What follows belongs to an exercise in optimizing a design on an open flow for small area and a short achievable clock period; a production flow would make more cautious choices. Only simulation tests tie the RTL to the original design; equivalence was not proved.

Setup of before:
// MAC
module MAC(A,B,out,clk,reset);
	input [15:0] A,B;
	input clk,reset;
	output [35:0] out;
	reg [35:0] acc;
	wire [35:0] nxt;
	always @(posedge clk or posedge reset)
	begin
		if(reset)
			acc <= 36'd0;
		else
			acc <= nxt;
	end
	assign out = acc;
	wire [255:0] pp;
	genvar gi;
	wire [15:0] An0, Bn0;
	NOT16 ina0(A, An0);
	NOT16 inb0(B, Bn0);
	wire [15:0] An1, Bn1;
	NOT16 ina1(A, An1);
	NOT16 inb1(B, Bn1);
	genvar gj;
	generate for (gi = 0; gi < 16; gi = gi + 1) begin : ppg
		for (gj = 0; gj < 16; gj = gj + 1) begin : ppc
			wire an, bn;
			assign an = (gi * 2 / 16 == 0) ? An0[gj] : An1[gj];
			assign bn = (gj * 2 / 16 == 0) ? Bn0[gi] : Bn1[gi];
			assign pp[16*gi+gj] = ~(an | bn);
		end
	end endgenerate
	wire hs1;
	wire hc2;
	wire fs3;
	wire fc4;
	wire hs5;
	wire hc6;
	wire fs7;
	wire fc8;
	wire fs9;
	wire fc10;
	wire hs11;
	wire hc12;
	wire fs13;
	wire fc14;
	wire fs15;
	wire fc16;
	wire fs17;
	wire fc18;
	wire hs19;
	wire hc20;
	wire fs21;
	wire fc22;
	wire fs23;
	wire fc24;
	wire fs25;
	wire fc26;
	wire fs27;
	wire fc28;
	wire hs29;
	wire hc30;
	wire fs31;
	wire fc32;
	wire fs33;
	wire fc34;
	wire fs35;
	wire fc36;
	wire fs37;
	wire fc38;
	wire fs39;
	wire fc40;
	wire hs41;
	wire hc42;
	wire fs43;
	wire fc44;
	wire fs45;
	wire fc46;
	wire fs47;
	wire fc48;
	wire fs49;
	wire fc50;
	wire fs51;
	wire fc52;
	wire fs53;
	wire fc54;
	wire hs55;
	wire hc56;
	wire fs57;
	wire fc58;
	wire fs59;
	wire fc60;
	wire fs61;
	wire fc62;
	wire fs63;
	wire fc64;
	wire fs65;
	wire fc66;
	wire fs67;
  ...
clock: 19.0 ns
lec_check: 0
cap_margin: 20
core_margin: 2
core_utilization: 40
slew_margin: 20
synth_hierarchical: 1
synth_minimum_keep_size: 0
standard.sh (not shown) runs the stock make flow with config.mk's settings and CLKGATE_MAP_FILE= SYNTH_SCRIPT=/design/flow/synth_recipe.tcl, a recipe that flattens the netlist after the stock synthesis.
==> flow/flow/run.sh <==
#!/bin/bash
# The standard layout (standard synthesis, floorplan, place, CTS, route) with two changes:
# repair_timing is asked for a larger setup slack than 0 (flow/setup_margin.txt) so that it
# keeps shortening the critical path, and the port buffers that every input and output gets
# are sky130_fd_sc_hd__buf_1 (flow/port_buffer.txt) instead of the delay cell buffer_ports
# picks by default; repair_timing then sizes the ones on critical paths.
# Make's full output goes to make_finish.log; each tool's own log is under orfs/logs/.
set -euo pipefail
MARGIN=$(cat flow/setup_margin.txt)
PBUF=$(cat flow/port_buffer.txt)
bash standard.sh SETUP_SLACK_MARGIN=$MARGIN "BUFFER_PORTS_ARGS=-buffer_cell $PBUF" finish > make_finish.log 2>&1
==> flow/flow/port_buffer.txt <==
sky130_fd_sc_hd__buf_1
==> flow/flow/setup_margin.txt <==
9.8
[inputs] after vs before
# before
export LEC_CHECK = 0
export CAP_MARGIN = 20
export CORE_MARGIN = 2
export CORE_UTILIZATION = 40
export SLEW_MARGIN = 20
export SYNTH_HIERARCHICAL = 1
export SYNTH_MINIMUM_KEEP_SIZE = 0
create_clock -name core_clock -period 19.0 [get_ports {clk}]
# after
export LEC_CHECK = 0
export CAP_MARGIN = 20
export CORE_MARGIN = 2
export CORE_UTILIZATION = 65
export CTS_BUF_LIST = sky130_fd_sc_hd__clkbuf_2 sky130_fd_sc_hd__clkbuf_4 sky130_fd_sc_hd__clkbuf_8
export SLEW_MARGIN = 20
export SYNTH_HIERARCHICAL = 1
export SYNTH_MINIMUM_KEEP_SIZE = 0
create_clock -name core_clock -period 19.0 [get_ports {clk}]
==> flow/flow/setup_margin.txt <==
10
Results
Comparing after and before, the higher via count of the first global-routing pass is on after. Delta (after minus before): buffer and inverter count on the worst path about even, via count rose 237, maximum clock frequency rose 0.82%, worst hold slack fell 0.0060 ns, final area fell 190 um^2. The slew at the pin with the worst max-slew slack reported for after is greater than that of before by 0.021 ns.

* * *

Starting RTL as in the previous note.
clock: 19.0 ns
lec_check: 0
cap_margin: 20
core_margin: 2
core_utilization: 40
slew_margin: 20
synth_hierarchical: 1
synth_minimum_keep_size: 0
==> flow/flow/setup_margin.txt <==
10.2
Scripts as last shown in full above: flow/flow/run.sh, flow/flow/port_buffer.txt
The baseline completed with no timing, DRC or antenna violations.
Change:
Settings changed: CORE_UTILIZATION 40 to 65, CTS_BUF_LIST set to sky130_fd_sc_hd__clkbuf_2 sky130_fd_sc_hd__clkbuf_4 sky130_fd_sc_hd__clkbuf_8.
After rerunning: Clock skew hardly moves; synthesized cell count does not change; flip-flop and latch count is unchanged; cell area falls by a few percent; first-iteration DRC count rose by well over a third; setup slack gets worse by 0.10 ns; via count rises by a few percent.
Change:
==> flow/flow/setup_margin.txt (replaced) <==
10
Settings changed: CORE_UTILIZATION 65 to 55, CTS_BUF_LIST sky130_fd_sc_hd__clkbuf_2 sky130_fd_sc_hd__clkbuf_4 sky130_fd_sc_hd__clkbuf_8 to not set.
Outcome: Cell count went up by 1.6%. Setup slack degrades by 0.17 ns. Area after synthesis is unchanged. Synthesized cell count stays the same.
Change:
==> flow/flow/setup_margin.txt (replaced) <==
9.5
Settings changed: CORE_UTILIZATION 55 to 40.
Effect:
- The new run finished with timing, DRC and antenna clean
- first-iteration DRC count fell by 52%
- final area is higher by 0.40%

* * *

== run A ==
Starting RTL as in the previous note.
Settings: LEC_CHECK=0, CAP_MARGIN=20, CORE_MARGIN=2, CORE_UTILIZATION=40, CTS_BUF_LIST=sky130_fd_sc_hd__clkbuf_2 sky130_fd_sc_hd__clkbuf_4 sky130_fd_sc_hd__clkbuf_8, SLEW_MARGIN=20, SYNTH_HIERARCHICAL=1, SYNTH_MINIMUM_KEEP_SIZE=0; clock period 19.0 ns.
==> flow/flow/setup_margin.txt <==
10.2
Scripts as last shown in full above: flow/flow/run.sh, flow/flow/port_buffer.txt
Run A: all stages complete, timing, DRC and antenna checks passed
[inputs] run B vs run A
- clearing CTS_BUF_LIST, which used to be sky130_fd_sc_hd__clkbuf_2 sky130_fd_sc_hd__clkbuf_4 sky130_fd_sc_hd__clkbuf_8
- swapping 40 for 65 in CORE_UTILIZATION
==> flow/flow/setup_margin.txt <==
10.3
## What came out
Going from run A to run B, final worst-path cycle share has decreased, via count of the first global-routing pass saw an increase, met1 layer usage reported by global route increased 15 points, fmax went up 0.51%, maximum level of the CTS H-tree closely matched the old numbers. Run B: starting density of the core higher than run A. Shortest period the worst path allows, run B and run A: higher on run A. When run B is set beside run A, its area of combinational cells with multiple inputs turns out to be 1.4% larger. Taking run A as the reference point, the non-clock buffer count of run B rises by 19.
## Diff of input files: run C against run B
- CORE_UTILIZATION: 65 -> 40
==> flow/flow/setup_margin.txt <==
10.4
Each of the runs, namely run C and run B, reached the end of the flow and came out clean. Final setup slack of the worst path: run C and run B compared, lower one is run B. Looking at met3 wire length, run C sits 5.8% higher than run B does. Per the comparison of run C with run B, critical path depth decreased 1.
[inputs] run D vs run C
- a change of CORE_UTILIZATION from 40 to 70
- an added CTS_BUF_LIST of sky130_fd_sc_hd__clkbuf_2 sky130_fd_sc_hd__clkbuf_4 sky130_fd_sc_hd__clkbuf_8
- an added PLACE_DENSITY of 0.85
==> flow/flow/setup_margin.txt <==
10.2
[summary]
- Run C -> run D: tap cell count decreased by more than a quarter
- Run D against run C: shortest clock period the worst path allows after layout now sits higher.
- After detailed routing, run C needs less wire than run D.
- The lower worst hold slack of run C and run D is in run C.
diff inputs: run D => run E
- CORE_UTILIZATION now 40, was 70
- PLACE_DENSITY no longer set, was 0.85
==> flow/flow/setup_margin.txt <==
10.1
Findings:
Run E vs run D: detail-routed net length per standard cell down by more than 10%. Delta (run E minus run D): violation count after the first detailed-routing iteration fell by 62%, total core area rose by 8800 µm², design area rose by 89 µm². Diff run D -> run E: cell count along the critical path has increased; relative area of clock buffers and inverters in the final design has increased.

==> re-timing with driven ports <==
How much do the figures lean on ideal ports? The routed layouts below were timed once more, with nothing changed but the port constraints. Step 1 assumes that a clkbuf_16 drives the clock port and a buf_2 every other input. Step 2 moves the port delays by t, midway between the first and last clock arrival at a register: inputs arrive t later, outputs are due t later. That takes back most of the time a late clock gives input paths. a / b / c = ideal / step 1 / step 2; a / b = the first two.
| run | t (ns) | slack for setup (ns) | hold WS [ns] | clock arrival spread, ns | worst data-port slew with drivers (ns) |
|---|---|---|---|---|---|
| before | 0.346 | 10.090 / 10.110 / 9.764 | 0.477 / 0.477 / 0.477 | 0.012 / 0.011 | 0.05 |
| after | 0.352 | 10.163 / 10.181 / 9.829 | 0.471 / 0.471 / 0.471 | 0.014 / 0.014 | 0.06 |
| the first run of note 2 | 0.345 | 10.390 / 10.399 / 10.054 | 0.477 / 0.477 / 0.477 | 0.012 / 0.012 | 0.05 |
| the second run of note 2 | 0.352 | 10.288 / 10.305 / 9.953 | 0.474 / 0.474 / 0.474 | 0.014 / 0.014 | 0.06 |
| the third run of note 2 | 0.344 | 10.117 / 10.135 / 9.791 | 0.469 / 0.469 / 0.469 | 0.006 / 0.006 | 0.04 |
| the fourth run of note 2 | 0.346 | 10.004 / 10.023 / 9.678 | 0.477 / 0.477 / 0.477 | 0.011 / 0.011 | 0.05 |
| run A | 0.381 | 10.347 / 10.364 / 9.983 | 0.480 / 0.480 / 0.480 | 0.014 / 0.013 | 0.05 |
| run B | 0.334 | 10.391 / 10.399 / 10.066 | 0.472 / 0.472 / 0.472 | 0.009 / 0.009 | 0.06 |
| run C | 0.342 | 10.515 / 10.531 / 10.189 | 0.463 / 0.463 / 0.463 | 0.012 / 0.012 | 0.05 |
| run D | 0.354 | 10.315 / 10.327 / 9.973 | 0.475 / 0.475 / 0.475 | 0.025 / 0.024 | 0.05 |
| run E | 0.380 | 10.292 / 10.305 / 9.925 | 0.480 / 0.480 / 0.480 | 0.014 / 0.014 | 0.05 |
After both steps every run listed still meets setup and hold. For run E, which loses most, drivers alone change the setup slack by +0.013 ns; drivers and shift together by -0.367 ns.
